Background: an optimization exercise with open tools, aiming at small area. Do not read the settings as production practice. Only simulation tests tie the RTL to the original design; equivalence was not proved. Power figures rest on the tool's default switching activity, not on a simulated workload.

P:
==> module ALU, before the edit <==
module ALU(A, B, OP, F, ZF, OF);
input [31:0] A, B;
input [2:0] OP;
output [31:0] F;
output ZF, OF;
wire sub = OP[0] | OP[1];                
wire [31:0] Bx = B ^ {32{sub}};
wire [31:0] P = A ^ Bx;
wire [31:0] G = A & Bx;
reg [31:0] g1, p1;
integer i, s;
always @(*)
begin
	g1 = G;
	p1 = P;
	g1[0] = G[0] | (P[0] & sub);
	for (s = 1; s < 32; s = s * 2)
		for (i = 2*s - 1; i < 32; i = i + 2*s) begin
			g1[i] = g1[i] | (p1[i] & g1[i-s]);
			p1[i] = p1[i] & p1[i-s];
		end
	for (s = 8; s >= 1; s = s / 2)
		for (i = 3*s - 1; i < 32; i = i + 2*s) begin
			g1[i] = g1[i] | (p1[i] & g1[i-s]);
			p1[i] = p1[i] & p1[i-s];
		end
end
wire [32:0] c = {g1, sub};
wire ltu = ~c[32];
wire [3:0] h = 4'b1 << A[1:0];
wire [31:0] t0 = ({32{h[0]}} & B) | ({32{h[1]}} & {B[30:0],1'b0}) | ({32{h[2]}} & {B[29:0],2'b0}) | ({32{h[3]}} & {B[28:0],3'b0});
wire [31:0] SH = (|A[31:5]) ? 32'b0 : (t0 << {A[4:2], 2'b00});
reg [3:0] tt;
always @(*)
	case (OP)
		3'b000: tt = 4'b1000;
		3'b001: tt = 4'b1110;
		3'b010: tt = 4'b0110;
		3'b011: tt = 4'b0001;
		3'b100: tt = 4'b0110;
		3'b101: tt = 4'b1001;
		default: tt = 4'b0000;
	endcase
wire o_sum = OP[2] & ~OP[1];
wire o_slt = OP[2] & OP[1] & ~OP[0];
wire [31:0] L;
genvar j;
generate for (j = 0; j < 32; j = j + 1) begin : b
	assign L[j] = tt[{A[j], B[j]}];
end endgenerate
assign F = (L ^ ({32{o_sum}} & c[31:0])) | SH & {32{OP[2] & OP[1] & OP[0]}} | {31'b0, o_slt & ltu};
assign OF = o_sum & (c[32] ^ c[31]);
assign ZF = ~|F;
endmodule
==> flow/config.mk <==
export PLATFORM = sky130hd
export DESIGN_NAME = Top
export DESIGN_NICKNAME = Top
export VERILOG_FILES = /design/flow/design.v
export SDC_FILE = /design/flow/constraint.sdc
export NUM_CORES = 4
export LEC_CHECK = 0
export CAP_MARGIN = 15
export CORE_MARGIN = 2
export CORE_UTILIZATION = 50
export CTS_BUF_LIST = sky130_fd_sc_hd__clkbuf_4
export CTS_CLUSTER_DIAMETER = 40
export CTS_CLUSTER_SIZE = 8
export PLACE_DENSITY = 0.6
export SETUP_SLACK_MARGIN = 0.1
export SLEW_MARGIN = 15
==> flow/constraint.sdc <==
create_clock -name core_clock -period 14.0 [get_ports {Clk}]
set_input_delay 2.8000 -clock core_clock [delete_from_list [all_inputs] [get_ports {Clk}]]
set_output_delay 2.8000 -clock core_clock [all_outputs]
set_load 0.01 [all_outputs]
standard.sh (not shown) runs the stock make flow with config.mk's settings and CLKGATE_MAP_FILE= SYNTH_SCRIPT=/design/flow/synth_recipe.tcl, a recipe that flattens the netlist after the stock synthesis.
==> flow/flow/run.sh <==
#!/bin/bash
set -euo pipefail
cd "$(dirname "$0")/.."
rm -rf scripts_own
cp -r "$FLOW_HOME/scripts" scripts_own
cp flow/abc_area.script scripts_own/abc_speed.script
CTS="-sink_clustering_enable -repair_clock_nets -dont_use_dummy_load"
CTS="$CTS -buf_list sky130_fd_sc_hd__clkbuf_4 -sink_clustering_size 8 -sink_clustering_max_diameter 40"
BP="-inputs -outputs -buffer_cell sky130_fd_sc_hd__buf_1"
bash standard.sh SCRIPTS_DIR="$PWD/scripts_own" "CTS_ARGS=$CTS" "BUFFER_PORTS_ARGS=$BP" finish > own_flow.log 2>&1
==> flow/flow/abc_area.script <==
&get -n
&st
&dch -f
&nf -R 1000
&put
P ended with every stage complete and zero timing, DRC or antenna violations.
Input changes introduced in Q (baseline for comparison: P):
-- flow/design.v --
<<< P, line 28
wire [32:0] c = {g1, sub};
wire ltu = ~c[32];
wire [3:0] h = 4'b1 << A[1:0];
wire [31:0] t0 = ({32{h[0]}} & B) | ({32{h[1]}} & {B[30:0],1'b0}) | ({32{h[2]}} & {B[29:0],2'b0}) | ({32{h[3]}} & {B[28:0],3'b0});
wire [31:0] SH = (|A[31:5]) ? 32'b0 : (t0 << {A[4:2], 2'b00});
reg [3:0] tt;
always @(*)
>>> Q, line 28
wire [32:0] c = {g1, sub};
wire ltu = ~c[32];
wire [31:0] SH = (|A[31:5]) ? 32'b0 : (B << A[4:0]);
reg [3:0] tt;
always @(*)
==> comparison <==
- Delta (Q minus P): die height closely matched the old numbers; clock network power share went up 1.0 points; clock group total power flat; area growth from synthesis to layout up 0.21 points.
- Relative to P, number of logic inverters in the finished layout has gone down in Q.
- Q: amount of wire on met2 after detailed routing lower than P
- Of Q and P, the lower post-synthesis instance total belongs to Q.
- Between P and Q, total wire length after detailed routing increased.
- ~same standby leakage power in Q and P
- Between Q and P, power share of the combinational group is lower for Q, P comes in above that.

## old
RTL: one of the versions met above, not the one the previous note started from.
Size in the first run: about 1100 flip-flops, about 45 I/O pins, roughly 0.046 mm2 of cells after synthesis.
==> module ALU, before the edit <==
module ALU(A, B, OP, F, ZF, OF);
input [31:0] A, B;
input [2:0] OP;
output [31:0] F;
output ZF, OF;
wire sub = OP[0] | OP[1];                
wire [31:0] Bx = B ^ {32{sub}};
wire [31:0] P = A ^ Bx;
wire [31:0] G = A & Bx;
reg [31:0] g1, p1;
integer i, s;
always @(*)
begin
	g1 = G;
	p1 = P;
	g1[0] = G[0] | (P[0] & sub);
	for (s = 1; s < 32; s = s * 2)
		for (i = 2*s - 1; i < 32; i = i + 2*s) begin
			g1[i] = g1[i] | (p1[i] & g1[i-s]);
			p1[i] = p1[i] & p1[i-s];
		end
	for (s = 8; s >= 1; s = s / 2)
		for (i = 3*s - 1; i < 32; i = i + 2*s) begin
			g1[i] = g1[i] | (p1[i] & g1[i-s]);
			p1[i] = p1[i] & p1[i-s];
		end
end
wire [32:0] c = {g1, sub};
wire ltu = ~c[32];
wire [31:0] SH = (|A[31:5]) ? 32'b0 : (B << A[4:0]);
reg [3:0] tt;
always @(*)
	case (OP)
		3'b000: tt = 4'b1000;
		3'b001: tt = 4'b1110;
		3'b010: tt = 4'b0110;
		3'b011: tt = 4'b0001;
		3'b100: tt = 4'b0110;
		3'b101: tt = 4'b1001;
		default: tt = 4'b0000;
	endcase
wire o_sum = OP[2] & ~OP[1];
wire o_slt = OP[2] & OP[1] & ~OP[0];
wire [31:0] L;
genvar j;
generate for (j = 0; j < 32; j = j + 1) begin : b
	assign L[j] = tt[{A[j], B[j]}];
end endgenerate
assign F = (L ^ ({32{o_sum}} & c[31:0])) | SH & {32{OP[2] & OP[1] & OP[0]}} | {31'b0, o_slt & ltu};
assign OF = o_sum & (c[32] ^ c[31]);
assign ZF = ~|F;
endmodule
Settings: LEC_CHECK=0, CAP_MARGIN=15, CORE_MARGIN=2, CORE_UTILIZATION=55, CTS_BUF_LIST=sky130_fd_sc_hd__clkbuf_4, CTS_CLUSTER_DIAMETER=40, CTS_CLUSTER_SIZE=8, PLACE_DENSITY=0.7, SETUP_SLACK_MARGIN=0.1, SLEW_MARGIN=15; clock period 14.0 ns.
Scripts as last shown in full above: flow/flow/run.sh, flow/flow/abc_area.script
The following lists how new was set up differently from old:
--- a/flow/design.v
+++ b/flow/design.v
@@ -27,7 +27,9 @@
 end
 wire [32:0] c = {g1, sub};
 wire ltu = ~c[32];
-wire [31:0] SH = (|A[31:5]) ? 32'b0 : (B << A[4:0]);
+wire [3:0] h = 4'b1 << A[1:0];
+wire [31:0] t0 = ({32{h[0]}} & B) | ({32{h[1]}} & {B[30:0],1'b0}) | ({32{h[2]}} & {B[29:0],2'b0}) | ({32{h[3]}} & {B[28:0],3'b0});
+wire [31:0] SH = (|A[31:5]) ? 32'b0 : (t0 << {A[4:2], 2'b00});
 reg [3:0] tt;
 always @(*)
 	case (OP)
### Flow results
In the flow results for old and new, the peak clock frequency supported by timing is larger on new.
Between old and new, total routed wirelength increased.
[compare] base=old new=new: register-to-register slack dropped 1.18 ns, xor/xnor cell area share of the yosys netlist roughly the same, mean cell area of the mapped netlist shows a reduction of 0.27 um2, total power shows an increase of 0.17 mW, final core utilization now sits at about the same level.
Compared with old, new improves setup slack.
new completed every stage of the flow, and the final layout passed the timing, DRC and antenna checks.
new vs. old: first-iteration DRC count went up; final area went down; HPWL after detailed placement went up; minimum setup slack after placement went up.
new gives more part of the total power dissipated in combinational logic than old did.
In the tables for old and new, areal power density over the cells reads higher with new.

what the ideal ports hide:
The flow's constraints put no driver on any port. The routed layouts listed below were extracted and timed again, unchanged, in two steps.
Step 1 (the two cells are an assumption about what drives the block):
set clk [get_ports {Clk}]
set_driving_cell -lib_cell sky130_fd_sc_hd__clkbuf_16 $clk
set_driving_cell -lib_cell sky130_fd_sc_hd__buf_2 [delete_from_list [all_inputs] $clk]
Step 2 times the ports against the registers' clock, not the clock port: input delays grow and output delays shrink by t, the midpoint of the rising clock arrivals with the driver on.
Three values: ideal ports, drivers, drivers and shift; two values: the first two.
| run | t, ns | setup slack, ns | hold slack, ns |
|---|---|---|---|
| P | 1.131 | 1.175 / 1.110 / 2.242 | 0.494 / 0.494 / 0.494 |
| Q | 1.142 | 0.982 / 0.919 / 2.061 | 0.491 / 0.491 / 0.491 |
| old | 1.080 | 0.607 / 0.539 / 1.620 | 0.489 / 0.489 / 0.489 |
| new | 1.095 | 0.943 / 0.873 / 1.968 | 0.496 / 0.496 / 0.496 |
After both steps setup and hold are still met in every run listed.
